Context: an optimization exercise on an open-source flow, tuned for small area, a short achievable clock period and few clock cycles per item. The choices shown serve that exercise and are no tape-out recipe. At most, simulation tests tie the RTL to the original design; equivalence was not proved. No functional check of the RTL was part of runs 2 and 3. Power is estimated from default activity; no workload was simulated.

==> flow/design.v, too long to show whole: its modules and the start of the top module <==
// module mul_s1: 792 lines
// module mul_s2: 119 lines
// module processor: 136 lines
module processor (
    input  logic        clock,
    input  logic        reset,
    output logic [7:0]  memAddr,
    input  logic [15:0] memDataIn,
    output logic        wbEn,
    output logic [3:0]  wbAddr,
    output logic [31:0] wbData
);
  // ...
==> flow/flow/run.sh <==
#!/bin/bash
set -euo pipefail
W=$(pwd)
F=$W/flow
sed 's#log_cmd abc {\*}\$abc_args#log_cmd abc {*}[lreplace $abc_args 1 1 '"$F"'/abc_delay.script]#' \
    "$FLOW_HOME/scripts/synth.tcl" > "$W/synth_core.tcl"
grep -q abc_delay.script "$W/synth_core.tcl"
sed "s#source \$::env(SCRIPTS_DIR)/synth.tcl#source $W/synth_core.tcl#" synth_recipe.tcl > "$W/synth_top.tcl"
grep -q synth_core.tcl "$W/synth_top.tcl"
sed "s#SYNTH_SCRIPT=[^ ]*#SYNTH_SCRIPT=$W/synth_top.tcl#" standard.sh > "$W/standard_mod.sh"
grep -q synth_top.tcl "$W/standard_mod.sh"
export ADDER_MAP_FILE=
export SETUP_SLACK_MARGIN=6.5
bash "$W/standard_mod.sh" > "$W/standard.log" 2>&1
==> flow/flow/abc_delay.script <==
&get -n
&st
&dch
&nf -D 2000
&put
buffer -c
topo
stime -c
upsize -c
dnsize -c
==> flow/standard.sh <==
#!/bin/bash
# synth_recipe.tcl (not shown) runs the flow's synth.tcl, then flattens the netlist and writes it again
# the make line also repeats each setting of config.mk as NAME=value (left out here)
make -C /OpenROAD-flow-scripts/flow DESIGN_CONFIG=/design/flow/config.mk WORK_HOME=/design/flow/orfs CLKGATE_MAP_FILE= SYNTH_SCRIPT=/design/flow/synth_recipe.tcl "${@:-finish}"
==> flow/config.mk <==
export PLATFORM = sky130hd
export DESIGN_NAME = processor
export DESIGN_NICKNAME = processor
export VERILOG_FILES = /design/flow/design.v
export SDC_FILE = /design/flow/constraint.sdc
export NUM_CORES = 4
export LEC_CHECK = 0
export CAP_MARGIN = 20
export CORE_MARGIN = 2
export CORE_UTILIZATION = 40
export PLACE_DENSITY = 0.6
export SLEW_MARGIN = 20
==> flow/constraint.sdc <==
create_clock -name core_clock -period 10.0 [get_ports {clock}]
set_input_delay 2.0000 -clock core_clock [delete_from_list [all_inputs] [get_ports {clock}]]
set_output_delay 2.0000 -clock core_clock [all_outputs]
set_load 0.01 [all_outputs]
==> impl_metrics.ini, run 1 <==
[worst_setup_path]
reg2regPathDepth = 12
crit_cells = 12
critPathTopFamily = XOR/XNOR gates
critPathLaunchType = register
cp-end-kind = register
regToRegSetupSlack_ps = 6400
crit_slowest_cell = or4b_4

[power]
sw_frac_of_total = 0.470
p_clk_mw = 3.31
leakagePower_nw = 19.7
comb_power_mw = 13.3
p_clk_frac = 0.154
power.density_mw_per_mm2 = 375

[synth]
synth_fp_nets = 4623
syn_avg_cell_area_um2 = 10.3
ys.flop_type = edfxtp_1
synth_cell_types = 97
synth-adder-area-share = 0.0251
netlist_top_cells_area = edfxtp_1 (33%), dfxtp_1 (11%), xnor2_1 (8.8%)
syn_area_mm2 = 0.0473

[sta]
tns_ps = 0
worst_pin_slew_ps = 1170

[status]
status = timing/DRC/antenna clean

[floorplan]
ioPinCount = 63
die-area_mm2 = 0.121
num_rows = 126

[global_route]
grt_util_met1 = 0.390
grt_max_degree = 65
overflow = 0
grt_use_met3 = 0.0800

[final_layout]
largest_reg_flops = 512
syn2layout_area_growth_pct = 21.4
clkCellAreaFrac = 0.0508
fillCellCount = 10600
nonClkBufAreaFrac = 0.0681
ff_latch_area_mm2 = 0.0216

[place]
dp_slack_ps = 4890
placed_area_mm2 = 0.0499

[clocking]
cts_buffer_depth = 3

[detailed_routing]
post_drt_wl_per_cell_um = 30.8
met3_length_mm = 23.9
drtAntennaViolNets = 0

[hold_path]
hold_class = register to register
Testbench counts, summed over its fixed seeds: cycles 2,238, instrs 2,048.
==> module processor, before the edit <==
module processor (
    input  logic        clock,
    input  logic        reset,
    output logic [7:0]  memAddr,
    input  logic [15:0] memDataIn,
    output logic        wbEn,
    output logic [3:0]  wbAddr,
    output logic [31:0] wbData
);
    localparam MULB = 119;
    logic stall;
    logic [7:0]  pc;
    logic [15:0] ir;
    logic        irValid;
    assign memAddr = pc;
    always_ff @(posedge clock or negedge reset) begin
        if (!reset) begin
            pc      <= 8'd0;
            irValid <= 1'b0;
        end else if (!stall) begin
            pc      <= pc + 8'd1;
            irValid <= 1'b1;
        end
    end
    always_ff @(posedge clock) if (!stall) ir <= memDataIn;
    logic [31:0] rf [0:15];
    always_ff @(posedge clock) begin
        if (wbEn) rf[wbAddr] <= wbData;
    end
    logic [3:0] ra, rb, rd;
    logic       imm, irMul;
    assign ra    = ir[7:4];
    assign rb    = ir[3:0];
    assign rd    = ir[11:8];
    assign imm   = ir[12];
    assign irMul = (ir[15:13] == 3'd3) || (ir[15:13] == 3'd4);
    logic [31:0] exA, exB;
    logic [2:0]  exOp;
    logic [3:0]  exRd;
    logic        exValid, exMul;
    logic        exFA, exFB;
    logic [31:0] m2Res;
    logic [MULB-1:0] m2P;
    logic        m2Mul;
    logic [3:0]  m2Rd;
    logic        m2Valid;
    logic depA1, depB1, depA2, depB2, depA3, depB3;
    assign depA1 = exValid && (exRd == ra);
    assign depB1 = exValid && (exRd == rb) && !imm;
    assign depA2 = m2Valid && (m2Rd == ra);
    assign depB2 = m2Valid && (m2Rd == rb) && !imm;
    assign depA3 = wbEn && (wbAddr == ra);
    assign depB3 = wbEn && (wbAddr == rb);
    assign stall = irValid && ((depA1 && exMul) || (depB1 && (irMul || exMul)) ||
                               ((depA2 || depB2) && m2Mul));
    logic [15:0] selA, selB;
    logic        bypA2, bypB2, bypA3, bypB3;
    assign bypA2 = depA2;
    assign bypB2 = m2Valid && (m2Rd == rb);
    assign bypA3 = depA3 && !bypA2;
    assign bypB3 = depB3 && !bypB2;
    always_comb begin
        for (int i = 0; i < 16; i++) begin
            selA[i] = (ra == i[3:0]) && !bypA2 && !bypA3;
            selB[i] = (rb == i[3:0]) && !bypB2 && !bypB3;
        end
    end
    logic [31:0] rdA, rdB, rfB;
    always_comb begin
        rdA = ({32{bypA2}} & m2Res) | ({32{bypA3}} & wbData);
        rfB = ({32{bypB2}} & m2Res) | ({32{bypB3}} & wbData);
        for (int i = 0; i < 16; i++) begin
            rdA = rdA | ({32{selA[i]}} & rf[i]);
            rfB = rfB | ({32{selB[i]}} & rf[i]);
        end
    end
    assign rdB = imm ? {{24{ir[7]}}, ir[7:0]} : rfB;
    always_ff @(posedge clock) begin
        exA  <= rdA;
        exB  <= rdB;
        exOp <= ir[15:13];
        exRd <= rd;
    end
    always_ff @(posedge clock or negedge reset) begin
        if (!reset) begin
            exValid <= 1'b0;
            exMul   <= 1'b0;
            exFA    <= 1'b0;
            exFB    <= 1'b0;
        end else begin
            exValid <= irValid && !stall;
            exMul   <= irValid && !stall && irMul;
            exFA    <= depA1;
            exFB    <= depB1;
        end
    end
    logic [31:0] a, b, sum, res;
    assign a = exFA ? m2Res : exA;
    assign b = exFB ? m2Res : exB;
    assign sum = a + b;
    always_comb begin
        case (exOp)
            3'd0: res = sum;
            3'd1: res = a & b;
            3'd2: res = a | b;
            3'd5: res = a >> b[4:0];
            default: res = a;
        endcase
    end
    logic [MULB-1:0] mulP;
    mul_s1 mulStage1 (.A(a), .B(exB), .S(exOp[2]), .P(mulP));
    always_ff @(posedge clock) begin
        m2Res <= res;
        m2P   <= mulP;
        m2Rd  <= exRd;
    end
    always_ff @(posedge clock or negedge reset) begin
        if (!reset) begin
            m2Valid <= 1'b0;
            m2Mul   <= 1'b0;
        end else begin
            m2Valid <= exValid;
            m2Mul   <= exMul;
        end
    end
    logic [31:0] mulY;
    mul_s2 mulStage2 (.P(m2P), .Y(mulY));
    always_ff @(posedge clock or negedge reset) begin
        if (!reset) wbEn <= 1'b0;
        else        wbEn <= m2Valid;
    end
    always_ff @(posedge clock) begin
        wbAddr <= m2Rd;
        wbData <= m2Mul ? mulY : m2Res;
    end
endmodule
==> run 2, diff against run 1 <==
--- a/flow/design.v
+++ b/flow/design.v
@@ -1,12 +1,12 @@
-module mul_s1 (input logic [31:0] A, input logic [31:0] B, input logic S, output logic [118:0] P);
-    wire one0 = S ? (B[4:0] == 5'd0) : (B[0] ^ 1'b0);
-    wire two0 = S ? (B[4:0] == 5'd1) : ((B[1] & ~B[0] & ~1'b0) | (~B[1] & B[0] & 1'b0));
-    wire neg0 = ~S & B[1];
+module mul_s1 (input logic [31:0] A, input logic [31:0] B, output logic [118:0] P);
+    wire one0 = B[0] ^ 1'b0;
+    wire two0 = (B[1] & ~B[0] & ~1'b0) | (~B[1] & B[0] & 1'b0);
+    wire neg0 = B[1];
     wire pp0_0 = (one0 & A[0]) ^ neg0;
     wire pp0_1 = ((one0 & A[1]) | (two0 & A[0])) ^ neg0;
     wire pp0_2 = ((one0 & A[2]) | (two0 & A[1])) ^ neg0;
     wire pp0_3 = ((one0 & A[3]) | (two0 & A[2])) ^ neg0;
     wire pp0_4 = ((one0 & A[4]) | (two0 & A[3])) ^ neg0;
     wire pp0_5 = ((one0 & A[5]) | (two0 & A[4])) ^ neg0;
     wire pp0_6 = ((one0 & A[6]) | (two0 & A[5])) ^ neg0;
     wire pp0_7 = ((one0 & A[7]) | (two0 & A[6])) ^ neg0;
@@ -29,19 +29,19 @@
     wire pp0_24 = ((one0 & A[24]) | (two0 & A[23])) ^ neg0;
     wire pp0_25 = ((one0 & A[25]) | (two0 & A[24])) ^ neg0;
     wire pp0_26 = ((one0 & A[26]) | (two0 & A[25])) ^ neg0;
     wire pp0_27 = ((one0 & A[27]) | (two0 & A[26])) ^ neg0;
     wire pp0_28 = ((one0 & A[28]) | (two0 & A[27])) ^ neg0;
     wire pp0_29 = ((one0 & A[29]) | (two0 & A[28])) ^ neg0;
     wire pp0_30 = ((one0 & A[30]) | (two0 & A[29])) ^ neg0;
     wire pp0_31 = ((one0 & A[31]) | (two0 & A[30])) ^ neg0;
-    wire one1 = S ? (B[4:0] == 5'd2) : (B[2] ^ B[1]);
-    wire two1 = S ? (B[4:0] == 5'd3) : ((B[3] & ~B[2] & ~B[1]) | (~B[3] & B[2] & B[1]));
-    wire neg1 = ~S & B[3];
+    wire one1 = B[2] ^ B[1];
+    wire two1 = (B[3] & ~B[2] & ~B[1]) | (~B[3] & B[2] & B[1]);
+    wire neg1 = B[3];
     wire pp1_0 = (one1 & A[0]) ^ neg1;
     wire pp1_1 = ((one1 & A[1]) | (two1 & A[0])) ^ neg1;
     wire pp1_2 = ((one1 & A[2]) | (two1 & A[1])) ^ neg1;
     wire pp1_3 = ((one1 & A[3]) | (two1 & A[2])) ^ neg1;
     wire pp1_4 = ((one1 & A[4]) | (two1 & A[3])) ^ neg1;
     wire pp1_5 = ((one1 & A[5]) | (two1 & A[4])) ^ neg1;
     wire pp1_6 = ((one1 & A[6]) | (two1 & A[5])) ^ neg1;
     wire pp1_7 = ((one1 & A[7]) | (two1 & A[6])) ^ neg1;
@@ -62,19 +62,19 @@
     wire pp1_22 = ((one1 & A[22]) | (two1 & A[21])) ^ neg1;
     wire pp1_23 = ((one1 & A[23]) | (two1 & A[22])) ^ neg1;
     wire pp1_24 = ((one1 & A[24]) | (two1 & A[23])) ^ neg1;
     wire pp1_25 = ((one1 & A[25]) | (two1 & A[24])) ^ neg1;
     wire pp1_26 = ((one1 & A[26]) | (two1 & A[25])) ^ neg1;
     wire pp1_27 = ((one1 & A[27]) | (two1 & A[26])) ^ neg1;
     wire pp1_28 = ((one1 & A[28]) | (two1 & A[27])) ^ neg1;
     wire pp1_29 = ((one1 & A[29]) | (two1 & A[28])) ^ neg1;
-    wire one2 = S ? (B[4:0] == 5'd4) : (B[4] ^ B[3]);
-    wire two2 = S ? (B[4:0] == 5'd5) : ((B[5] & ~B[4] & ~B[3]) | (~B[5] & B[4] & B[3]));
-    wire neg2 = ~S & B[5];
+    wire one2 = B[4] ^ B[3];
+    wire two2 = (B[5] & ~B[4] & ~B[3]) | (~B[5] & B[4] & B[3]);
+    wire neg2 = B[5];
     wire pp2_0 = (one2 & A[0]) ^ neg2;
     wire pp2_1 = ((one2 & A[1]) | (two2 & A[0])) ^ neg2;
     wire pp2_2 = ((one2 & A[2]) | (two2 & A[1])) ^ neg2;
     wire pp2_3 = ((one2 & A[3]) | (two2 & A[2])) ^ neg2;
     wire pp2_4 = ((one2 & A[4]) | (two2 & A[3])) ^ neg2;
     wire pp2_5 = ((one2 & A[5]) | (two2 & A[4])) ^ neg2;
     wire pp2_6 = ((one2 & A[6]) | (two2 & A[5])) ^ neg2;
     wire pp2_7 = ((one2 & A[7]) | (two2 & A[6])) ^ neg2;
@@ -93,19 +93,19 @@
     wire pp2_20 = ((one2 & A[20]) | (two2 & A[19])) ^ neg2;
     wire pp2_21 = ((one2 & A[21]) | (two2 & A[20])) ^ neg2;
     wire pp2_22 = ((one2 & A[22]) | (two2 & A[21])) ^ neg2;
     wire pp2_23 = ((one2 & A[23]) | (two2 & A[22])) ^ neg2;
     wire pp2_24 = ((one2 & A[24]) | (two2 & A[23])) ^ neg2;
     wire pp2_25 = ((one2 & A[25]) | (two2 & A[24])) ^ neg2;
     wire pp2_26 = ((one2 & A[26]) | (two2 & A[25])) ^ neg2;
     wire pp2_27 = ((one2 & A[27]) | (two2 & A[26])) ^ neg2;
-    wire one3 = S ? (B[4:0] == 5'd6) : (B[6] ^ B[5]);
-    wire two3 = S ? (B[4:0] == 5'd7) : ((B[7] & ~B[6] & ~B[5]) | (~B[7] & B[6] & B[5]));
-    wire neg3 = ~S & B[7];
+    wire one3 = B[6] ^ B[5];
+    wire two3 = (B[7] & ~B[6] & ~B[5]) | (~B[7] & B[6] & B[5]);
+    wire neg3 = B[7];
     wire pp3_0 = (one3 & A[0]) ^ neg3;
     wire pp3_1 = ((one3 & A[1]) | (two3 & A[0])) ^ neg3;
     wire pp3_2 = ((one3 & A[2]) | (two3 & A[1])) ^ neg3;
     wire pp3_3 = ((one3 & A[3]) | (two3 & A[2])) ^ neg3;
     wire pp3_4 = ((one3 & A[4]) | (two3 & A[3])) ^ neg3;
     wire pp3_5 = ((one3 & A[5]) | (two3 & A[4])) ^ neg3;
     wire pp3_6 = ((one3 & A[6]) | (two3 & A[5])) ^ neg3;
     wire pp3_7 = ((one3 & A[7]) | (two3 & A[6])) ^ neg3;
@@ -122,19 +122,19 @@
     wire pp3_18 = ((one3 & A[18]) | (two3 & A[17])) ^ neg3;
     wire pp3_19 = ((one3 & A[19]) | (two3 & A[18])) ^ neg3;
     wire pp3_20 = ((one3 & A[20]) | (two3 & A[19])) ^ neg3;
     wire pp3_21 = ((one3 & A[21]) | (two3 & A[20])) ^ neg3;
     wire pp3_22 = ((one3 & A[22]) | (two3 & A[21])) ^ neg3;
     wire pp3_23 = ((one3 & A[23]) | (two3 & A[22])) ^ neg3;
     wire pp3_24 = ((one3 & A[24]) | (two3 & A[23])) ^ neg3;
     wire pp3_25 = ((one3 & A[25]) | (two3 & A[24])) ^ neg3;
-    wire one4 = S ? (B[4:0] == 5'd8) : (B[8] ^ B[7]);
-    wire two4 = S ? (B[4:0] == 5'd9) : ((B[9] & ~B[8] & ~B[7]) | (~B[9] & B[8] & B[7]));
-    wire neg4 = ~S & B[9];
+    wire one4 = B[8] ^ B[7];
+    wire two4 = (B[9] & ~B[8] & ~B[7]) | (~B[9] & B[8] & B[7]);
+    wire neg4 = B[9];
     wire pp4_0 = (one4 & A[0]) ^ neg4;
     wire pp4_1 = ((one4 & A[1]) | (two4 & A[0])) ^ neg4;
     wire pp4_2 = ((one4 & A[2]) | (two4 & A[1])) ^ neg4;
     wire pp4_3 = ((one4 & A[3]) | (two4 & A[2])) ^ neg4;
     wire pp4_4 = ((one4 & A[4]) | (two4 & A[3])) ^ neg4;
     wire pp4_5 = ((one4 & A[5]) | (two4 & A[4])) ^ neg4;
     wire pp4_6 = ((one4 & A[6]) | (two4 & A[5])) ^ neg4;
     wire pp4_7 = ((one4 & A[7]) | (two4 & A[6])) ^ neg4;
@@ -149,19 +149,19 @@
     wire pp4_16 = ((one4 & A[16]) | (two4 & A[15])) ^ neg4;
     wire pp4_17 = ((one4 & A[17]) | (two4 & A[16])) ^ neg4;
     wire pp4_18 = ((one4 & A[18]) | (two4 & A[17])) ^ neg4;
     wire pp4_19 = ((one4 & A[19]) | (two4 & A[18])) ^ neg4;
     wire pp4_20 = ((one4 & A[20]) | (two4 & A[19])) ^ neg4;
     wire pp4_21 = ((one4 & A[21]) | (two4 & A[20])) ^ neg4;
     wire pp4_22 = ((one4 & A[22]) | (two4 & A[21])) ^ neg4;
     wire pp4_23 = ((one4 & A[23]) | (two4 & A[22])) ^ neg4;
-    wire one5 = S ? (B[4:0] == 5'd10) : (B[10] ^ B[9]);
-    wire two5 = S ? (B[4:0] == 5'd11) : ((B[11] & ~B[10] & ~B[9]) | (~B[11] & B[10] & B[9]));
-    wire neg5 = ~S & B[11];
+    wire one5 = B[10] ^ B[9];
+    wire two5 = (B[11] & ~B[10] & ~B[9]) | (~B[11] & B[10] & B[9]);
+    wire neg5 = B[11];
     wire pp5_0 = (one5 & A[0]) ^ neg5;
     wire pp5_1 = ((one5 & A[1]) | (two5 & A[0])) ^ neg5;
     wire pp5_2 = ((one5 & A[2]) | (two5 & A[1])) ^ neg5;
     wire pp5_3 = ((one5 & A[3]) | (two5 & A[2])) ^ neg5;
     wire pp5_4 = ((one5 & A[4]) | (two5 & A[3])) ^ neg5;
     wire pp5_5 = ((one5 & A[5]) | (two5 & A[4])) ^ neg5;
     wire pp5_6 = ((one5 & A[6]) | (two5 & A[5])) ^ neg5;
     wire pp5_7 = ((one5 & A[7]) | (two5 & A[6])) ^ neg5;
@@ -174,19 +174,19 @@
     wire pp5_14 = ((one5 & A[14]) | (two5 & A[13])) ^ neg5;
     wire pp5_15 = ((one5 & A[15]) | (two5 & A[14])) ^ neg5;
     wire pp5_16 = ((one5 & A[16]) | (two5 & A[15])) ^ neg5;
     wire pp5_17 = ((one5 & A[17]) | (two5 & A[16])) ^ neg5;
     wire pp5_18 = ((one5 & A[18]) | (two5 & A[17])) ^ neg5;
     wire pp5_19 = ((one5 & A[19]) | (two5 & A[18])) ^ neg5;
     wire pp5_20 = ((one5 & A[20]) | (two5 & A[19])) ^ neg5;
     wire pp5_21 = ((one5 & A[21]) | (two5 & A[20])) ^ neg5;
-    wire one6 = S ? (B[4:0] == 5'd12) : (B[12] ^ B[11]);
-    wire two6 = S ? (B[4:0] == 5'd13) : ((B[13] & ~B[12] & ~B[11]) | (~B[13] & B[12] & B[11]));
-    wire neg6 = ~S & B[13];
+    wire one6 = B[12] ^ B[11];
+    wire two6 = (B[13] & ~B[12] & ~B[11]) | (~B[13] & B[12] & B[11]);
+    wire neg6 = B[13];
     wire pp6_0 = (one6 & A[0]) ^ neg6;
     wire pp6_1 = ((one6 & A[1]) | (two6 & A[0])) ^ neg6;
     wire pp6_2 = ((one6 & A[2]) | (two6 & A[1])) ^ neg6;
     wire pp6_3 = ((one6 & A[3]) | (two6 & A[2])) ^ neg6;
     wire pp6_4 = ((one6 & A[4]) | (two6 & A[3])) ^ neg6;
     wire pp6_5 = ((one6 & A[5]) | (two6 & A[4])) ^ neg6;
     wire pp6_6 = ((one6 & A[6]) | (two6 & A[5])) ^ neg6;
     wire pp6_7 = ((one6 & A[7]) | (two6 & A[6])) ^ neg6;
@@ -197,19 +197,19 @@
     wire pp6_12 = ((one6 & A[12]) | (two6 & A[11])) ^ neg6;
     wire pp6_13 = ((one6 & A[13]) | (two6 & A[12])) ^ neg6;
     wire pp6_14 = ((one6 & A[14]) | (two6 & A[13])) ^ neg6;
     wire pp6_15 = ((one6 & A[15]) | (two6 & A[14])) ^ neg6;
     wire pp6_16 = ((one6 & A[16]) | (two6 & A[15])) ^ neg6;
     wire pp6_17 = ((one6 & A[17]) | (two6 & A[16])) ^ neg6;
     wire pp6_18 = ((one6 & A[18]) | (two6 & A[17])) ^ neg6;
     wire pp6_19 = ((one6 & A[19]) | (two6 & A[18])) ^ neg6;
-    wire one7 = S ? (B[4:0] == 5'd14) : (B[14] ^ B[13]);
-    wire two7 = S ? (B[4:0] == 5'd15) : ((B[15] & ~B[14] & ~B[13]) | (~B[15] & B[14] & B[13]));
-    wire neg7 = ~S & B[15];
+    wire one7 = B[14] ^ B[13];
+    wire two7 = (B[15] & ~B[14] & ~B[13]) | (~B[15] & B[14] & B[13]);
+    wire neg7 = B[15];
     wire pp7_0 = (one7 & A[0]) ^ neg7;
     wire pp7_1 = ((one7 & A[1]) | (two7 & A[0])) ^ neg7;
     wire pp7_2 = ((one7 & A[2]) | (two7 & A[1])) ^ neg7;
     wire pp7_3 = ((one7 & A[3]) | (two7 & A[2])) ^ neg7;
     wire pp7_4 = ((one7 & A[4]) | (two7 & A[3])) ^ neg7;
     wire pp7_5 = ((one7 & A[5]) | (two7 & A[4])) ^ neg7;
     wire pp7_6 = ((one7 & A[6]) | (two7 & A[5])) ^ neg7;
     wire pp7_7 = ((one7 & A[7]) | (two7 & A[6])) ^ neg7;
@@ -218,110 +218,110 @@
     wire pp7_10 = ((one7 & A[10]) | (two7 & A[9])) ^ neg7;
     wire pp7_11 = ((one7 & A[11]) | (two7 & A[10])) ^ neg7;
     wire pp7_12 = ((one7 & A[12]) | (two7 & A[11])) ^ neg7;
     wire pp7_13 = ((one7 & A[13]) | (two7 & A[12])) ^ neg7;
     wire pp7_14 = ((one7 & A[14]) | (two7 & A[13])) ^ neg7;
     wire pp7_15 = ((one7 & A[15]) | (two7 & A[14])) ^ neg7;
     wire pp7_16 = ((one7 & A[16]) | (two7 & A[15])) ^ neg7;
     wire pp7_17 = ((one7 & A[17]) | (two7 & A[16])) ^ neg7;
-    wire one8 = S ? (B[4:0] == 5'd16) : (B[16] ^ B[15]);
-    wire two8 = S ? (B[4:0] == 5'd17) : ((B[17] & ~B[16] & ~B[15]) | (~B[17] & B[16] & B[15]));
-    wire neg8 = ~S & B[17];
+    wire one8 = B[16] ^ B[15];
+    wire two8 = (B[17] & ~B[16] & ~B[15]) | (~B[17] & B[16] & B[15]);
+    wire neg8 = B[17];
     wire pp8_0 = (one8 & A[0]) ^ neg8;
     wire pp8_1 = ((one8 & A[1]) | (two8 & A[0])) ^ neg8;
     wire pp8_2 = ((one8 & A[2]) | (two8 & A[1])) ^ neg8;
     wire pp8_3 = ((one8 & A[3]) | (two8 & A[2])) ^ neg8;
     wire pp8_4 = ((one8 & A[4]) | (two8 & A[3])) ^ neg8;
     wire pp8_5 = ((one8 & A[5]) | (two8 & A[4])) ^ neg8;
     wire pp8_6 = ((one8 & A[6]) | (two8 & A[5])) ^ neg8;
     wire pp8_7 = ((one8 & A[7]) | (two8 & A[6])) ^ neg8;
     wire pp8_8 = ((one8 & A[8]) | (two8 & A[7])) ^ neg8;
     wire pp8_9 = ((one8 & A[9]) | (two8 & A[8])) ^ neg8;
     wire pp8_10 = ((one8 & A[10]) | (two8 & A[9])) ^ neg8;
     wire pp8_11 = ((one8 & A[11]) | (two8 & A[10])) ^ neg8;
     wire pp8_12 = ((one8 & A[12]) | (two8 & A[11])) ^ neg8;
     wire pp8_13 = ((one8 & A[13]) | (two8 & A[12])) ^ neg8;
     wire pp8_14 = ((one8 & A[14]) | (two8 & A[13])) ^ neg8;
     wire pp8_15 = ((one8 & A[15]) | (two8 & A[14])) ^ neg8;
-    wire one9 = S ? (B[4:0] == 5'd18) : (B[18] ^ B[17]);
-    wire two9 = S ? (B[4:0] == 5'd19) : ((B[19] & ~B[18] & ~B[17]) | (~B[19] & B[18] & B[17]));
-    wire neg9 = ~S & B[19];
+    wire one9 = B[18] ^ B[17];
+    wire two9 = (B[19] & ~B[18] & ~B[17]) | (~B[19] & B[18] & B[17]);
+    wire neg9 = B[19];
     wire pp9_0 = (one9 & A[0]) ^ neg9;
     wire pp9_1 = ((one9 & A[1]) | (two9 & A[0])) ^ neg9;
     wire pp9_2 = ((one9 & A[2]) | (two9 & A[1])) ^ neg9;
     wire pp9_3 = ((one9 & A[3]) | (two9 & A[2])) ^ neg9;
     wire pp9_4 = ((one9 & A[4]) | (two9 & A[3])) ^ neg9;
     wire pp9_5 = ((one9 & A[5]) | (two9 & A[4])) ^ neg9;
     wire pp9_6 = ((one9 & A[6]) | (two9 & A[5])) ^ neg9;
     wire pp9_7 = ((one9 & A[7]) | (two9 & A[6])) ^ neg9;
     wire pp9_8 = ((one9 & A[8]) | (two9 & A[7])) ^ neg9;
     wire pp9_9 = ((one9 & A[9]) | (two9 & A[8])) ^ neg9;
     wire pp9_10 = ((one9 & A[10]) | (two9 & A[9])) ^ neg9;
     wire pp9_11 = ((one9 & A[11]) | (two9 & A[10])) ^ neg9;
     wire pp9_12 = ((one9 & A[12]) | (two9 & A[11])) ^ neg9;
     wire pp9_13 = ((one9 & A[13]) | (two9 & A[12])) ^ neg9;
-    wire one10 = S ? (B[4:0] == 5'd20) : (B[20] ^ B[19]);
-    wire two10 = S ? (B[4:0] == 5'd21) : ((B[21] & ~B[20] & ~B[19]) | (~B[21] & B[20] & B[19]));
-    wire neg10 = ~S & B[21];
+    wire one10 = B[20] ^ B[19];
+    wire two10 = (B[21] & ~B[20] & ~B[19]) | (~B[21] & B[20] & B[19]);
+    wire neg10 = B[21];
     wire pp10_0 = (one10 & A[0]) ^ neg10;
     wire pp10_1 = ((one10 & A[1]) | (two10 & A[0])) ^ neg10;
     wire pp10_2 = ((one10 & A[2]) | (two10 & A[1])) ^ neg10;
     wire pp10_3 = ((one10 & A[3]) | (two10 & A[2])) ^ neg10;
     wire pp10_4 = ((one10 & A[4]) | (two10 & A[3])) ^ neg10;
     wire pp10_5 = ((one10 & A[5]) | (two10 & A[4])) ^ neg10;
     wire pp10_6 = ((one10 & A[6]) | (two10 & A[5])) ^ neg10;
     wire pp10_7 = ((one10 & A[7]) | (two10 & A[6])) ^ neg10;
     wire pp10_8 = ((one10 & A[8]) | (two10 & A[7])) ^ neg10;
     wire pp10_9 = ((one10 & A[9]) | (two10 & A[8])) ^ neg10;
     wire pp10_10 = ((one10 & A[10]) | (two10 & A[9])) ^ neg10;
     wire pp10_11 = ((one10 & A[11]) | (two10 & A[10])) ^ neg10;
-    wire one11 = S ? (B[4:0] == 5'd22) : (B[22] ^ B[21]);
-    wire two11 = S ? (B[4:0] == 5'd23) : ((B[23] & ~B[22] & ~B[21]) | (~B[23] & B[22] & B[21]));
-    wire neg11 = ~S & B[23];
+    wire one11 = B[22] ^ B[21];
+    wire two11 = (B[23] & ~B[22] & ~B[21]) | (~B[23] & B[22] & B[21]);
+    wire neg11 = B[23];
     wire pp11_0 = (one11 & A[0]) ^ neg11;
     wire pp11_1 = ((one11 & A[1]) | (two11 & A[0])) ^ neg11;
     wire pp11_2 = ((one11 & A[2]) | (two11 & A[1])) ^ neg11;
     wire pp11_3 = ((one11 & A[3]) | (two11 & A[2])) ^ neg11;
     wire pp11_4 = ((one11 & A[4]) | (two11 & A[3])) ^ neg11;
     wire pp11_5 = ((one11 & A[5]) | (two11 & A[4])) ^ neg11;
     wire pp11_6 = ((one11 & A[6]) | (two11 & A[5])) ^ neg11;
     wire pp11_7 = ((one11 & A[7]) | (two11 & A[6])) ^ neg11;
     wire pp11_8 = ((one11 & A[8]) | (two11 & A[7])) ^ neg11;
     wire pp11_9 = ((one11 & A[9]) | (two11 & A[8])) ^ neg11;
-    wire one12 = S ? (B[4:0] == 5'd24) : (B[24] ^ B[23]);
-    wire two12 = S ? (B[4:0] == 5'd25) : ((B[25] & ~B[24] & ~B[23]) | (~B[25] & B[24] & B[23]));
-    wire neg12 = ~S & B[25];
+    wire one12 = B[24] ^ B[23];
+    wire two12 = (B[25] & ~B[24] & ~B[23]) | (~B[25] & B[24] & B[23]);
+    wire neg12 = B[25];
     wire pp12_0 = (one12 & A[0]) ^ neg12;
     wire pp12_1 = ((one12 & A[1]) | (two12 & A[0])) ^ neg12;
     wire pp12_2 = ((one12 & A[2]) | (two12 & A[1])) ^ neg12;
     wire pp12_3 = ((one12 & A[3]) | (two12 & A[2])) ^ neg12;
     wire pp12_4 = ((one12 & A[4]) | (two12 & A[3])) ^ neg12;
     wire pp12_5 = ((one12 & A[5]) | (two12 & A[4])) ^ neg12;
     wire pp12_6 = ((one12 & A[6]) | (two12 & A[5])) ^ neg12;
     wire pp12_7 = ((one12 & A[7]) | (two12 & A[6])) ^ neg12;
-    wire one13 = S ? (B[4:0] == 5'd26) : (B[26] ^ B[25]);
-    wire two13 = S ? (B[4:0] == 5'd27) : ((B[27] & ~B[26] & ~B[25]) | (~B[27] & B[26] & B[25]));
-    wire neg13 = ~S & B[27];
+    wire one13 = B[26] ^ B[25];
+    wire two13 = (B[27] & ~B[26] & ~B[25]) | (~B[27] & B[26] & B[25]);
+    wire neg13 = B[27];
     wire pp13_0 = (one13 & A[0]) ^ neg13;
     wire pp13_1 = ((one13 & A[1]) | (two13 & A[0])) ^ neg13;
     wire pp13_2 = ((one13 & A[2]) | (two13 & A[1])) ^ neg13;
     wire pp13_3 = ((one13 & A[3]) | (two13 & A[2])) ^ neg13;
     wire pp13_4 = ((one13 & A[4]) | (two13 & A[3])) ^ neg13;
     wire pp13_5 = ((one13 & A[5]) | (two13 & A[4])) ^ neg13;
-    wire one14 = S ? (B[4:0] == 5'd28) : (B[28] ^ B[27]);
-    wire two14 = S ? (B[4:0] == 5'd29) : ((B[29] & ~B[28] & ~B[27]) | (~B[29] & B[28] & B[27]));
-    wire neg14 = ~S & B[29];
+    wire one14 = B[28] ^ B[27];
+    wire two14 = (B[29] & ~B[28] & ~B[27]) | (~B[29] & B[28] & B[27]);
+    wire neg14 = B[29];
     wire pp14_0 = (one14 & A[0]) ^ neg14;
     wire pp14_1 = ((one14 & A[1]) | (two14 & A[0])) ^ neg14;
     wire pp14_2 = ((one14 & A[2]) | (two14 & A[1])) ^ neg14;
     wire pp14_3 = ((one14 & A[3]) | (two14 & A[2])) ^ neg14;
-    wire one15 = S ? (B[4:0] == 5'd30) : (B[30] ^ B[29]);
-    wire two15 = S ? (B[4:0] == 5'd31) : ((B[31] & ~B[30] & ~B[29]) | (~B[31] & B[30] & B[29]));
-    wire neg15 = ~S & B[31];
+    wire one15 = B[30] ^ B[29];
+    wire two15 = (B[31] & ~B[30] & ~B[29]) | (~B[31] & B[30] & B[29]);
+    wire neg15 = B[31];
     wire pp15_0 = (one15 & A[0]) ^ neg15;
     wire pp15_1 = ((one15 & A[1]) | (two15 & A[0])) ^ neg15;
     wire s1 = pp0_24 ^ pp1_22;
     wire c2 = pp0_24 & pp1_22;
     wire s3 = pp0_25 ^ pp1_23;
     wire c4 = pp0_25 & pp1_23;
     wire s5 = pp0_26 ^ pp1_24 ^ pp2_22;
     wire c6 = (pp0_26 & pp1_24) | (pp0_26 & pp2_22) | (pp1_24 & pp2_22);
@@ -934,110 +934,88 @@
         end
     end
     always_ff @(posedge clock) if (!stall) ir <= memDataIn;
     logic [31:0] rf [0:15];
     always_ff @(posedge clock) begin
         if (wbEn) rf[wbAddr] <= wbData;
     end
     logic [3:0] ra, rb, rd;
-    logic       imm, irMul;
-    assign ra    = ir[7:4];
-    assign rb    = ir[3:0];
-    assign rd    = ir[11:8];
-    assign imm   = ir[12];
-    assign irMul = (ir[15:13] == 3'd3) || (ir[15:13] == 3'd4);
+    logic       imm;
+    assign ra  = ir[7:4];
+    assign rb  = ir[3:0];
+    assign rd  = ir[11:8];
+    assign imm = ir[12];
+    logic [31:0] rdA, rdB;
+    assign rdA = (wbEn && wbAddr == ra) ? wbData : rf[ra];
+    assign rdB = imm ? {{24{ir[7]}}, ir[7:0]} :
+                 (wbEn && wbAddr == rb) ? wbData : rf[rb];
     logic [31:0] exA, exB;
     logic [2:0]  exOp;
     logic [3:0]  exRd;
-    logic        exValid, exMul;
-    logic        exFA, exFB;
+    logic        exValid;
+    logic        exF1A, exF1B, exF2A, exF2B;
     logic [31:0] m2Res;
     logic [MULB-1:0] m2P;
     logic        m2Mul;
     logic [3:0]  m2Rd;
     logic        m2Valid;
-    logic depA1, depB1, depA2, depB2, depA3, depB3;
+    logic exMul;
+    assign exMul = (exOp == 3'd3);
+    logic depA1, depB1, depA2, depB2;
     assign depA1 = exValid && (exRd == ra);
     assign depB1 = exValid && (exRd == rb) && !imm;
     assign depA2 = m2Valid && (m2Rd == ra);
     assign depB2 = m2Valid && (m2Rd == rb) && !imm;
-    assign depA3 = wbEn && (wbAddr == ra);
-    assign depB3 = wbEn && (wbAddr == rb);
-    assign stall = irValid && ((depA1 && exMul) || (depB1 && (irMul || exMul)) ||
-                               ((depA2 || depB2) && m2Mul));
-    logic [15:0] selA, selB;
-    logic        bypA2, bypB2, bypA3, bypB3;
-    assign bypA2 = depA2;
-    assign bypB2 = m2Valid && (m2Rd == rb);
-    assign bypA3 = depA3 && !bypA2;
-    assign bypB3 = depB3 && !bypB2;
-    always_comb begin
-        for (int i = 0; i < 16; i++) begin
-            selA[i] = (ra == i[3:0]) && !bypA2 && !bypA3;
-            selB[i] = (rb == i[3:0]) && !bypB2 && !bypB3;
-        end
-    end
-    logic [31:0] rdA, rdB, rfB;
-    always_comb begin
-        rdA = ({32{bypA2}} & m2Res) | ({32{bypA3}} & wbData);
-        rfB = ({32{bypB2}} & m2Res) | ({32{bypB3}} & wbData);
-        for (int i = 0; i < 16; i++) begin
-            rdA = rdA | ({32{selA[i]}} & rf[i]);
-            rfB = rfB | ({32{selB[i]}} & rf[i]);
-        end
-    end
-    assign rdB = imm ? {{24{ir[7]}}, ir[7:0]} : rfB;
+    assign stall = irValid && exMul && (depA1 || depB1);
     always_ff @(posedge clock) begin
         exA  <= rdA;
         exB  <= rdB;
         exOp <= ir[15:13];
         exRd <= rd;
     end
     always_ff @(posedge clock or negedge reset) begin
         if (!reset) begin
             exValid <= 1'b0;
-            exMul   <= 1'b0;
-            exFA    <= 1'b0;
-            exFB    <= 1'b0;
+            exF1A   <= 1'b0;
+            exF1B   <= 1'b0;
+            exF2A   <= 1'b0;
+            exF2B   <= 1'b0;
         end else begin
             exValid <= irValid && !stall;
-            exMul   <= irValid && !stall && irMul;
-            exFA    <= depA1;
-            exFB    <= depB1;
+            exF1A   <= depA1;
+            exF1B   <= depB1;
+            exF2A   <= depA2;
+            exF2B   <= depB2;
         end
     end
-    logic [31:0] a, b, sum, res;
-    assign a = exFA ? m2Res : exA;
-    assign b = exFB ? m2Res : exB;
-    assign sum = a + b;
+    logic [31:0] a, b, res;
+    assign a = exF1A ? m2Res : exF2A ? wbData : exA;
+    assign b = exF1B ? m2Res : exF2B ? wbData : exB;
     always_comb begin
         case (exOp)
-            3'd0: res = sum;
+            3'd0: res = a + b;
             3'd1: res = a & b;
             3'd2: res = a | b;
+            3'd4: res = a << b[4:0];
             3'd5: res = a >> b[4:0];
             default: res = a;
         endcase
     end
     logic [MULB-1:0] mulP;
-    mul_s1 mulStage1 (.A(a), .B(exB), .S(exOp[2]), .P(mulP));
+    mul_s1 mulStage1 (.A(a), .B(b), .P(mulP));
     always_ff @(posedge clock) begin
         m2Res <= res;
         m2P   <= mulP;
+        m2Mul <= exMul;
         m2Rd  <= exRd;
     end
     always_ff @(posedge clock or negedge reset) begin
-        if (!reset) begin
-            m2Valid <= 1'b0;
-            m2Mul   <= 1'b0;
-        end else begin
-            m2Valid <= exValid;
-            m2Mul   <= exMul;
-        end
+        if (!reset) m2Valid <= 1'b0;
+        else        m2Valid <= exValid;
     end
     logic [31:0] mulY;
     mul_s2 mulStage2 (.P(m2P), .Y(mulY));
     always_ff @(posedge clock or negedge reset) begin
         if (!reset) wbEn <= 1'b0;
         else        wbEn <= m2Valid;
     end
     always_ff @(posedge clock) begin
==> flow/run.sh (new file) <==
#!/bin/bash
# synth_recipe.tcl (not shown) runs the flow's synth.tcl, then flattens the netlist and writes it again
# the make line also repeats each setting of config.mk as NAME=value (left out here)
make -C /OpenROAD-flow-scripts/flow DESIGN_CONFIG=/design/flow/config.mk WORK_HOME=/design/flow/orfs CLKGATE_MAP_FILE= SYNTH_SCRIPT=/design/flow/synth_recipe.tcl finish
--- a/flow/config.mk
+++ b/flow/config.mk
@@ -4,9 +4,10 @@
 export VERILOG_FILES = /design/flow/design.v
 export SDC_FILE = /design/flow/constraint.sdc
 export NUM_CORES = 4
 export LEC_CHECK = 0
 export CAP_MARGIN = 20
 export CORE_MARGIN = 2
 export CORE_UTILIZATION = 40
 export PLACE_DENSITY = 0.6
+export SETUP_SLACK_MARGIN = 5
 export SLEW_MARGIN = 20
removed: flow/flow/run.sh
removed: flow/flow/abc_delay.script
removed: flow/standard.sh
==> run 2 against run 1 <==
Still clean. Via count fell by 4.5%. Flip-flop and latch count is 23 lower. Utilization fell by 2.7 points. Register-to-register slack worse by 1500 ps. Synthesized area grew 8.3%. Critical path depth grew 5. Clock power shrank 2%. Clock skew down 8.0 ps. Die area grew 8.2%. Worst hold slack got worse by 3.2 ps.
==> impl_metrics.ini, run 2 <==
[sta]
min_period_over_period = 0.506
drv_slew = 0
setup_viol = 0
hold_viol_final = 0
rsz0062_at_grt = yes
fmax_mhz = 198
finalClockSkew_ps = 47.3
fin_crit_ps = 5060
tns_ps = 0
slew_headroom = 0.276
worst_pin_slew_ps = 1080

[job]
cap_violations = 0

[synth]
netlist_top_cells_area = edfxtp_1 (31%), mux4_2 (13%), dfxtp_1 (9.3%)
yosys_warnings = 1
synth_top_area_share = 0.309
syn_avg_cell_area_um2 = 11.5
async_flop_share = 0.0204
ys_seq_elements = 783
synth_top_area_cell = edfxtp_1
synth_fp_nets = 4778
netlist_instances = 4445
synthTopCellsByCount = edfxtp_1 (528), mux4_2 (292), nand2_1 (284)
synth_cell_types = 91
synth_edf_count = 528
ys.flop_type = edfxtp_1
syn_area_mm2 = 0.0513
yosysSeqAreaShare = 0.411
synth.most_common_cell = edfxtp_1

[global_route]
grt_max_degree = 105
overflow = 0
grt_pass1_wl_mm = 272
grt_pass1_vias = 38800
track_usage = 0.285
antenna_found_initial = 6

[hold_path]
hold_path_startpoint = ir[8]
holdPathStages = 0
hold_class = register to register
holdPathEnd = exRd[0]

[floorplan]
die-area_mm2 = 0.131
fp.dieH_um = 362
ioPinCount = 63
core_area_mm2 = 0.127
fp.dieW_um = 362
start_util = 0.402
num_rows = 131

[place]
gp_congestion = 1.03
dp.final_hpwl_mm = 122
io_buffers = 62

[clocking]
cts_tree = built
cts_sinks = 783
clock_tree.root_cell = clkbuf_16
clkSlewWorstSetupHoldPaths_ps = 60
cts_htree_levels = 3
ctsHoldBuffers = 0
cts_buffers = 84
cts_buffer_depth = 3
insertion_delay_ps = 700

[worst_setup_path]
crit_path_max_fanout = 29
critPathLaunchType = register
required_ps = 10500
critical_path_class = register to register
reg2regPathDepth = 17
regToRegSetupSlack_ps = 4940
arrival_ps = 5560
cp-end-kind = register
reg2reg_to = m2Res[17]

[final_layout]
nNetsFinal = 4788
reg_top3 = rf: 512 flops, m2P: 119 flops
syn2layout_area_growth_pct = 14.4
final_common_cell = edfxtp_1
drive_gt1_frac = 0.196
final_cell_mix = edfxtp_1 (528), mux4_2 (292), nand2_1 (279)
largest_register = rf
largest_reg_flops = 512

[status]
status = timing/DRC/antenna clean

[detailed_routing]
totalWireLength_mm = 193
vias = 40100
drtAntennaViolNets = 0
post_drt_wl_per_cell_um = 31.2
vias_per_cell = 6.48
drtPass1Iterations = 6
remaining_drc_errors = 0
drt-initial-drc-count = 5860

[power]
leakagePower_nw = 21.4
power.density_mw_per_mm2 = 339
finalPower_mw = 19.9
peakVddDrop_v = 0.000557
[run 2: kinds of logic after synthesis]
kind of cell,Yosys count,synth area share
xor+xnor,298,0.0515
simple gates,727,0.0625
buf+inv,644,0.0499
flops,783,0.411
compound gates,1162,0.147
other cells,1,0.0000732
mux,512,0.173
fa+ha+maj,318,0.105
[run 2: worst max-delay path, stage by stage, from the launching register on]
cell,delay [ps]
dfxtp_4,480
buf_12,200
buf_4,140
clkbuf_16,180
buf_4,130
mux4_2,470
mux2i_1,210
o211a_2,390
buf_6,310
ha_1,320
inv_1,150
o21bai_1,170
a2111oi_4,410
o21bai_2,160
nor2_1,190
xnor2_1,160
a21oi_1,160
a32oi_1,590
[run 2: power by group]
group	internal, mW	switching, mW	total, mW
Sequential	4.28	0.518	4.80
Combinational	4.39	7.43	11.8
Clock	1.87	1.38	3.25
Total	10.5	9.33	19.9
[run 2: worst max-delay path by stage]
stage               startpoint         to  cells past startpoint
floorplan                exF2B   m2P[118]                     22
global placement      register   m2P[118]                     19
detailed placement    register   m2P[118]                     19
CTS                   register   m2P[118]                     19
global route             exF2B   m2P[118]                     21
finish                register  m2Res[17]                     17
[run 2: cell type report]
class / instances / area [µm²]
fillers: 11400 / 68700
multi-input cells: 3022 / 28400
flip-flops and latches: 783 / 21100
repair buffers: 292 / 3160
clock buffers: 112 / 2340
well taps: 1662 / 2080
inverters: 272 / 1080
clock inverters: 39 / 520
diodes: 1 / 2.50
[run 2: what timing repair did]
action                                  CTS  global route
gates resized for setup                 113           105
buffers inserted                         28            48
gates cloned                             10            11
pin swaps                                 8            21
endpoints found under the hold margin     0             0
endpoints found under the setup margin  103            48
[run 2: metal layers]
layer | vias to the layer above | track usage | share of wire
met5 | - | 0 | 0.00013
met4 | 4 | 0.159 | 0.064
met3 | 526 | 0.0579 | 0.11
met2 | 2708 | 0.430 | 0.44
met1 | 20100 | 0.383 | 0.39
li1 | 16700 | - | -
[run 2: metrics by stage]
step | hold WS [ps] | utilization | cell area (µm²) | setup slack, ps | std cells
2_1_floorplan | 323 | - | 51300 | 4850 | 4445
3_3_place_gp | 326 | 0.422 | 53800 | 3560 | 5934
3_5_place_dp | 327 | 0.422 | 53800 | 3610 | 5934
4_1_cts | 338 | 0.452 | 57600 | 4800 | 6123
5_1_grt | 344 | 0.461 | 58700 | 4800 | 6182
6_report | 339 | 0.461 | 58700 | 4940 | 6183
==> run 3, diff against run 2 <==
--- a/flow/config.mk
+++ b/flow/config.mk
@@ -11,3 +11,2 @@
 export PLACE_DENSITY = 0.6
-export SETUP_SLACK_MARGIN = 5
 export SLEW_MARGIN = 20
==> run 3 against run 2 <==
Critical endpoint is now m2P[118]. Count of clock-buffer cells in the layout up 2. Combinational power down 4%. Cell count down 1.5%. Still clean on timing, DRC and antenna.
==> impl_metrics.ini, run 3 <==
[synth]
synth_top_area_share = 0.309
yosys_warnings = 1
ys.flop_type = edfxtp_1
yosysSeqAreaShare = 0.411
syn_avg_cell_area_um2 = 11.5
syn_area_mm2 = 0.0513
netlist_instances = 4445
synth_fp_nets = 4778
synth_cell_types = 91
netlist_top_cells_area = edfxtp_1 (31%), mux4_2 (13%), dfxtp_1 (9.3%)
synth_top_area_cell = edfxtp_1
synth_edf_count = 528
async_flop_share = 0.0204
ys_seq_elements = 783
synth.most_common_cell = edfxtp_1
synthTopCellsByCount = edfxtp_1 (528), mux4_2 (292), nand2_1 (284)

[sta]
slew_headroom = 0.193
drv_slew = 0
setup_ws_ps = 3340
finalClockSkew_ps = 42.5
rsz0062_at_grt = no
min_period_over_period = 0.666
worst_pin_slew_ps = 1180
fin_crit_ps = 6660
tns_ps = 0
setup_viol = 0
fmax_mhz = 150
hold_viol_final = 0

[clocking]
clkSlewWorstSetupHoldPaths_ps = 70
cts_buffers = 84
insertion_delay_ps = 710
cts_sinks = 783
cts_htree_levels = 3
post_cts_buffers = 0
cts_tree = built
cts_resized = 0
cts_buffer_depth = 3
ctsHoldBuffers = 0
clock_tree.root_cell = clkbuf_16

[worst_setup_path]
crit_chain = buf_4, inv_1, a21oi_4, buf_4, buf_4, nand2_1, nand2_1, nand2_1, o221ai_1, fa_1, fa_1, xor2_1, xnor2_1, xnor2_1, xnor2_1, xnor2_1, xnor2_1, xnor2_1, xnor3_1
regToRegSetupSlack_ps = 3340
cp-end-kind = register
crit_slowest_cell = buf_4
reg2regPathDepth = 19
cpPeakStageDelay_ps = 720
cp_common_cell = xnor2_1
arrival_ps = 7230
critical_path_class = register to register
required_ps = 10560
critPathLaunchType = register
crit_path_max_fanout = 79

[power]
sw_frac_of_total = 0.464
p_clk_frac = 0.175
power.density_mw_per_mm2 = 345
finalPower_mw = 19.6
power.switching_mw = 9.10
p_int_mw = 10.5
peakVddDrop_v = 0.000628
p_seq_frac = 0.246
leakagePower_nw = 20.6
p_comb_frac = 0.579

[floorplan]
start_util = 0.402
ioPinCount = 63
fp.dieH_um = 362
fp.dieW_um = 362
die-area_mm2 = 0.131
num_rows = 131
core_area_mm2 = 0.127

[job]
cap_violations = 0

[detailed_routing]
drtPass1Iterations = 6
drt-initial-drc-count = 4896
vias_per_cell = 6.42
drtAntennaViolNets = 0
post_drt_wl_per_cell_um = 30.5
vias = 39100
totalWireLength_mm = 186
remaining_drc_errors = 0

[global_route]
grt_pass1_wl_mm = 268
grt_max_degree = 80
track_usage = 0.280
antenna_found_initial = 6
overflow = 0
grt_pass1_vias = 38200

[place]
io_buffers = 62
dp.final_hpwl_mm = 126
dp_slack_ps = 3520
gp_congestion = 1.03

[final_layout]
final_common_cell = edfxtp_1
final_cell_mix = edfxtp_1 (528), mux4_2 (292), nand2_1 (284)
drive_gt1_frac = 0.163
nNetsFinal = 4689
fillCellCount = 11500
reg_top3 = rf: 512 flops, m2P: 119 flops
fin_util = 0.446
largest_register = rf
largest_reg_flops = 512
syn2layout_area_growth_pct = 10.9

[hold_path]
hold_class = register to register
holdPathStages = 0

[status]
status = timing/DRC/antenna clean
## run 3: path summary, 6_finish.rpt
| path | start | endpoint |
|---|---|---|
| worst min register to register | ir[8] | exRd[0] |
| worst min-delay path | ir[8] | exRd[0] |
| worst max-delay path | exF1B | m2P[118] |
| worst max register to register | exF1B | m2P[118] |
| max in group asynchronous | reset | exF2B |
| min in group asynchronous | reset | wbEn |
## run 3: power groups by stage
stage	Sequential [mW]	Combinational, mW	Clock [mW]
after floorplan	4.71	6.87	0
after global placement	4.87	11.1	0
after detailed placement	4.89	11.2	0
after CTS	4.82	11.3	3.49
after global routing	4.88	12.3	3.61
final	4.82	11.3	3.44
## run 3: worst max-delay path, delay by kind of cell (launching register included)
family	cells	cell delay, ps
fa+ha+maj	2	950
xor+xnor	8	1560
compound gates	2	680
buf+inv	4	2340
flops	1	340
simple gates	3	450
## run 3: logic make-up after synthesis
family / share of synthesized area
flops: 0.411
simple gates: 0.0625
fa+ha+maj: 0.105
other cells: 0.0000732
xor+xnor: 0.0515
mux: 0.173
compound gates: 0.147
buf+inv: 0.0499
## run 3: area by class of cell
class	count	area (µm²)	area share
multi-input cells	3018	27900	0.491
flip-flops and latches	783	21100	0.371
clock buffers	114	2360	0.0415
well taps	1662	2080	0.0366
repair buffers	197	1660	0.0292
inverters	272	1030	0.0181
clock inverters	44	714	0.0126
diodes	1	2.50	0.0000440
## run 3: metal layers
metal | global-route usage | part of all wire | wire [µm]
met1 | 0.380 | 0.40 | 74800
met4 | 0.142 | 0.057 | 10600
met3 | 0.0505 | 0.095 | 17700
met5 | 0 | 0.000059 | 11
met2 | 0.432 | 0.45 | 83000
## run 3: metrics by stage
stage,cell area [µm²],std cells,hold slack (ps)
2_1_floorplan,51300,4445,323
3_3_place_gp,53700,5932,325
3_5_place_dp,53700,5932,327
4_1_cts,56800,6090,339
5_1_grt,56800,6090,346
6_report,56800,6091,339
==> run 4, diff against run 3 <==
--- a/flow/design.v
+++ b/flow/design.v
@@ -941,11 +941,8 @@
     logic [3:0] ra, rb, rd;
-    logic       imm;
-    assign ra  = ir[7:4];
-    assign rb  = ir[3:0];
-    assign rd  = ir[11:8];
-    assign imm = ir[12];
-    logic [31:0] rdA, rdB;
-    assign rdA = (wbEn && wbAddr == ra) ? wbData : rf[ra];
-    assign rdB = imm ? {{24{ir[7]}}, ir[7:0]} :
-                 (wbEn && wbAddr == rb) ? wbData : rf[rb];
+    logic       imm, irMul;
+    assign ra    = ir[7:4];
+    assign rb    = ir[3:0];
+    assign rd    = ir[11:8];
+    assign imm   = ir[12];
+    assign irMul = (ir[15:13] == 3'd3) || (ir[15:13] == 3'd4);
     logic [31:0] exA, exB;
@@ -953,4 +950,4 @@
     logic [3:0]  exRd;
-    logic        exValid;
-    logic        exF1A, exF1B, exF2A, exF2B;
+    logic        exValid, exMul;
+    logic        exFA, exFB, exGA, exGB;
     logic [31:0] m2Res;
@@ -960,5 +957,3 @@
     logic        m2Valid;
-    logic exMul;
-    assign exMul = (exOp == 3'd3);
-    logic depA1, depB1, depA2, depB2;
+    logic depA1, depB1, depA2, depB2, depA3, depB3;
     assign depA1 = exValid && (exRd == ra);
@@ -967,3 +962,31 @@
     assign depB2 = m2Valid && (m2Rd == rb) && !imm;
-    assign stall = irValid && exMul && (depA1 || depB1);
+    assign depA3 = wbEn && (wbAddr == ra);
+    assign depB3 = wbEn && (wbAddr == rb);
+    assign stall = irValid && (((depA1 || depB1) && exMul) ||
+                               (depB1 && irMul) ||
+                               (depB2 && irMul && m2Mul));
+    logic [15:0] selA, selB;
+    logic        bypB2, bypA3, bypB3;
+    assign bypB2 = m2Valid && (m2Rd == rb);
+    assign bypA3 = wbEn && (wbAddr == ra);
+    assign bypB3 = wbEn && (wbAddr == rb);
+    always_comb begin
+        for (int i = 0; i < 16; i++) begin
+            selA[i] = (ra == i[3:0]);
+            selB[i] = (rb == i[3:0]);
+        end
+    end
+    logic [31:0] rfA, rfB, rdA, rdB;
+    always_comb begin
+        rfA = '0;
+        rfB = '0;
+        for (int i = 0; i < 16; i++) begin
+            rfA = rfA | ({32{selA[i]}} & rf[i]);
+            rfB = rfB | ({32{selB[i]}} & rf[i]);
+        end
+    end
+    assign rdA = bypA3 ? wbData : rfA;
+    logic [31:0] opB;
+    assign opB = imm ? {{24{ir[7]}}, ir[7:0]} : bypB2 ? m2Res : bypB3 ? wbData : rfB;
+    assign rdB = (ir[15:13] == 3'd4) ? (32'd1 << opB[4:0]) : opB;
     always_ff @(posedge clock) begin
@@ -977,23 +1000,25 @@
             exValid <= 1'b0;
-            exF1A   <= 1'b0;
-            exF1B   <= 1'b0;
-            exF2A   <= 1'b0;
-            exF2B   <= 1'b0;
+            exMul   <= 1'b0;
+            exFA    <= 1'b0;
+            exFB    <= 1'b0;
+            exGA    <= 1'b0;
+            exGB    <= 1'b0;
         end else begin
             exValid <= irValid && !stall;
-            exF1A   <= depA1;
-            exF1B   <= depB1;
-            exF2A   <= depA2;
-            exF2B   <= depB2;
+            exMul   <= irValid && !stall && irMul;
+            exFA    <= depA1;
+            exFB    <= depB1;
+            exGA    <= depA2 && !depA1;
+            exGB    <= depB2 && !depB1;
         end
     end
-    logic [31:0] a, b, res;
-    assign a = exF1A ? m2Res : exF2A ? wbData : exA;
-    assign b = exF1B ? m2Res : exF2B ? wbData : exB;
+    logic [31:0] a, b, sum, res;
+    assign a = exFA ? m2Res : exGA ? wbData : exA;
+    assign b = exFB ? m2Res : exGB ? wbData : exB;
+    assign sum = a + b;
     always_comb begin
         case (exOp)
-            3'd0: res = a + b;
+            3'd0: res = sum;
             3'd1: res = a & b;
             3'd2: res = a | b;
-            3'd4: res = a << b[4:0];
             3'd5: res = a >> b[4:0];
@@ -1003,3 +1028,3 @@
     logic [MULB-1:0] mulP;
-    mul_s1 mulStage1 (.A(a), .B(b), .P(mulP));
+    mul_s1 mulStage1 (.A(a), .B(exB), .P(mulP));
     always_ff @(posedge clock) begin
@@ -1007,3 +1032,2 @@
         m2P   <= mulP;
-        m2Mul <= exMul;
         m2Rd  <= exRd;
@@ -1011,4 +1035,9 @@
     always_ff @(posedge clock or negedge reset) begin
-        if (!reset) m2Valid <= 1'b0;
-        else        m2Valid <= exValid;
+        if (!reset) begin
+            m2Valid <= 1'b0;
+            m2Mul   <= 1'b0;
+        end else begin
+            m2Valid <= exValid;
+            m2Mul   <= exMul;
+        end
     end
==> flow/flow/run.sh (new file) <==
#!/bin/bash
set -euo pipefail
W=$(pwd)
F=$W/flow
sed 's#log_cmd abc {\*}\$abc_args#log_cmd abc {*}[lreplace $abc_args 1 1 '"$F"'/abc_delay.script]#' \
    "$FLOW_HOME/scripts/synth.tcl" > "$W/synth_core.tcl"
grep -q abc_delay.script "$W/synth_core.tcl"
sed "s#source \$::env(SCRIPTS_DIR)/synth.tcl#source $W/synth_core.tcl#" synth_recipe.tcl > "$W/synth_top.tcl"
grep -q synth_core.tcl "$W/synth_top.tcl"
sed "s#SYNTH_SCRIPT=[^ ]*#SYNTH_SCRIPT=$W/synth_top.tcl#" standard.sh > "$W/standard_mod.sh"
grep -q synth_top.tcl "$W/standard_mod.sh"
export ADDER_MAP_FILE=
export SETUP_SLACK_MARGIN=6.5
export BUFFER_PORTS_ARGS="-buffer_cell sky130_fd_sc_hd__buf_4"
bash "$W/standard_mod.sh" > "$W/standard.log" 2>&1
==> flow/flow/abc_delay.script (new file) <==
&get -n
&st
&dch
&nf -D 2000
&put
buffer -c
topo
stime -c
upsize -c
dnsize -c
==> flow/standard.sh (new file) <==
#!/bin/bash
# synth_recipe.tcl (not shown) runs the flow's synth.tcl, then flattens the netlist and writes it again
# the make line also repeats each setting of config.mk as NAME=value (left out here)
make -C /OpenROAD-flow-scripts/flow DESIGN_CONFIG=/design/flow/config.mk WORK_HOME=/design/flow/orfs CLKGATE_MAP_FILE= SYNTH_SCRIPT=/design/flow/synth_recipe.tcl "${@:-finish}"
removed: flow/run.sh
==> run 4 against run 3 <==
Worst setup slack gained 3100 ps. Utilization grew 2.2 points. First-iteration DRC count grew 46%. Power grew 18%.
==> impl_metrics.ini, run 4 <==
[power]
p_int_mw = 12.2
finalPower_mw = 23.2
leakagePower_nw = 18.9
power.density_mw_per_mm2 = 414
p_clk_frac = 0.142
p_comb_frac = 0.640
power.switching_mw = 11.1
sw_frac_of_total = 0.476
p_seq_frac = 0.218
peakVddDrop_v = 0.000421

[clocking]
cts_buffers = 88
insertion_delay_ps = 710
clock_tree.root_cell = clkbuf_16
cts_htree_levels = 3
cts_sinks = 808
cts_buffer_depth = 3
clkSlewWorstSetupHoldPaths_ps = 70
cts_tree = built

[final_layout]
drive_gt1_frac = 0.163
final_cell_mix = edfxtp_1 (528), xnor2_1 (511), nand2_1 (396)
antenna_cells = 0
final_common_cell = edfxtp_1
instances_no_fill = 6278
largest_register = rf
final_area_mm2 = 0.0561
nNetsFinal = 4616
largest_reg_flops = 512
fin_util = 0.469
syn2layout_area_growth_pct = 16.2
fillCellCount = 11000
reg_top3 = rf: 512 flops, m2P: 119 flops

[floorplan]
ioPinCount = 63
die-area_mm2 = 0.124
fp.dieW_um = 352
start_util = 0.403
fp.dieH_um = 352
num_rows = 127
core_area_mm2 = 0.120

[synth]
syn_avg_cell_area_um2 = 10.6
ys_seq_elements = 808
synth_top_area_share = 0.328
ys.flop_type = edfxtp_1
yosys_warnings = 1
synth_edf_count = 528
synth_cell_types = 89
synthTopCellsByCount = xnor2_1 (535), edfxtp_1 (528), nand2_1 (400)
synth_fp_nets = 4575
synth_top_area_cell = edfxtp_1
netlist_instances = 4557
netlist_top_cells_area = edfxtp_1 (33%), dfxtp_1 (11%), xnor2_1 (9.7%)
async_flop_share = 0.0223
syn_area_mm2 = 0.0483
synth.most_common_cell = xnor2_1
yosysSeqAreaShare = 0.446

[place]
io_buffers = 62
dp_slack_ps = 5820
gp_congestion = 0.994
dp.final_hpwl_mm = 118
dp_cells = 6034
placed_area_mm2 = 0.0508

[global_route]
grt_max_degree = 66
grt_pass1_wl_mm = 268
track_usage = 0.296
grt_pass1_vias = 39300
overflow = 0
antenna_found_initial = 3

[status]
status = timing/DRC/antenna clean

[worst_setup_path]
arrival_ps = 4090
critPathLaunchType = register
critical_path_class = register to register
crit_path_max_fanout = 16
cp-end-kind = register
required_ps = 10510

[sta]
tns_ps = 0
hold_slack_ps = 343
slew_headroom = 0.282
finalClockSkew_ps = 63.3
fin_crit_ps = 3580
hold_viol_final = 0
rsz0062_at_grt = yes
min_period_over_period = 0.358
worst_pin_slew_ps = 1070
drv_slew = 0
fmax_mhz = 279
setup_ws_ps = 6420
setup_viol = 0

[detailed_routing]
drtAntennaViolNets = 0
post_drt_wl_per_cell_um = 30.2
drtPass1Iterations = 11
vias_per_cell = 6.58
remaining_drc_errors = 0
totalWireLength_mm = 190
drt-initial-drc-count = 7142
vias = 41300

[job]
cap_violations = 0

[hold_path]
hold_class = register to register
[run 4: changes by cell type after synthesis, moves of 124 or more]
cell,previous run,this run
xnor2_1,259,535
fa_1,189,0
maj3_1,3,127
xor2_1,37,174
o22ai_1,188,34
ha_1,126,0
a22oi_1,57,367
inv_1,258,26
a222oi_1,3,217
mux4_2,292,0
[run 4: worst max-delay path, cell delays in order, from the launching register on]
cell,delay [ps]
dfrtp_2,410
buf_12,210
mux2_4,340
mux2i_1,570
nor2_1,220
o211ai_1,360
a21oi_1,160
a211oi_2,310
o21bai_2,160
o21ai_0,450
a21oi_1,160
[run 4: power by group through the flow]
stage | Clock (mW) | Sequential, mW | Combinational, mW
after global placement | 0 | 5.06 | 13.4
after CTS | 3.33 | 5.02 | 13.8
after floorplan | 0 | 4.92 | 9.52
after detailed placement | 0 | 5.07 | 13.5
after global routing | 3.47 | 5.10 | 15.7
final | 3.31 | 5.06 | 14.9
[run 4: layout make-up]
type | instances | area [µm²] | share of cell area
flip-flops and latches | 808 | 21600 | 0.385
multi-input cells | 3388 | 26700 | 0.476
repair buffers | 286 | 2750 | 0.0490
well taps | 1612 | 2020 | 0.0359
inverters | 26 | 97.6 | 0.00174
clock buffers | 105 | 2320 | 0.0414
clock inverters | 53 | 602 | 0.0107
[run 4: routing by layer]
metal	global-route usage	part of all wire	wire, µm
met1	0.391	0.38	71600
met2	0.446	0.43	81200
met3	0.0709	0.13	24300
met4	0.164	0.066	12500
met5	0	0.00013	24
[run 4: what timing repair did]
item,4_1_cts,5_1_grt
setup buffers,27,45
endpoints found under the setup margin,139,93
pin swaps,10,31
cloned,6,8
gates resized for setup,155,172
hold buffers,0,0
[run 4: worst paths after layout]
| kind | from | to | slack, ps | cells after the start |
|---|---|---|---|---|
| min in group asynchronous | reset | exGB | 1150 | 1 |
| max | exGA | m2Res[15] | 6420 | 10 |
| min reg2reg | ir[11] | exRd[3] | 340 | 0 |
| min | ir[11] | exRd[3] | 340 | 0 |
| max reg2reg | exGA | m2Res[15] | 6420 | 10 |
| max in group asynchronous | reset | exFB | 8620 | 1 |
[run 4: cells by family (layout without fill, tap and decap cells)]
| kind of cell | Yosys count | in the layout | share of synthesized area |
|---|---|---|---|
| AOI/OAI and AO/OA | 1251 | 1251 | 0.193 |
| and+or+nand+nor | 1051 | 1053 | 0.101 |
| DFF | 808 | 808 | 0.446 |
| xor gates and xnor gates | 780 | 781 | 0.161 |
| buffers and inverters | 364 | 470 | 0.0338 |
| muxes | 159 | 159 | 0.0343 |
| adders and majority gates | 143 | 143 | 0.0300 |
| other | 1 | 1 | 0.0000776 |
Testbench counts of run 4, summed over its fixed seeds: cycles 2,150, instrs 2,048.

port drivers added, routing unchanged:
In the flow no input, the clock included, has a driving cell. The finished layouts below were timed again as built, in two steps. Step 1 (the two cells are an assumption about what drives the block):
set clk [get_ports {clock}]
set_driving_cell -lib_cell sky130_fd_sc_hd__clkbuf_16 $clk
set_driving_cell -lib_cell sky130_fd_sc_hd__buf_2 [delete_from_list [all_inputs] $clk]
Step 2 adds t to the input delays and takes it off the output delays; t is the mean of the earliest and latest rising clock arrival at the registers after step 1. Input paths then give back, and output paths get back, about the clock's delay inside the block. a / b / c = ideal ports / drivers / drivers and shift; a / b = the first two.
run	shift t [ns]	setup WS [ns]	latest minus earliest clock arrival (ns)	worst register clock-pin slew, ns	worst data-port slew with drivers (ns)
run 1	0.756	6.395 / 6.395 / 6.395	0.056 / 0.057	0.07 / 0.07	0.04
run 2	0.760	4.941 / 4.941 / 4.941	0.048 / 0.048	0.07 / 0.07	0.04
run 3	0.760	3.337 / 3.337 / 3.337	0.043 / 0.043	0.07 / 0.07	0.03
run 4	0.756	6.418 / 6.418 / 6.418	0.063 / 0.064	0.07 / 0.07	0.04
After both steps every run listed still meets setup and hold.
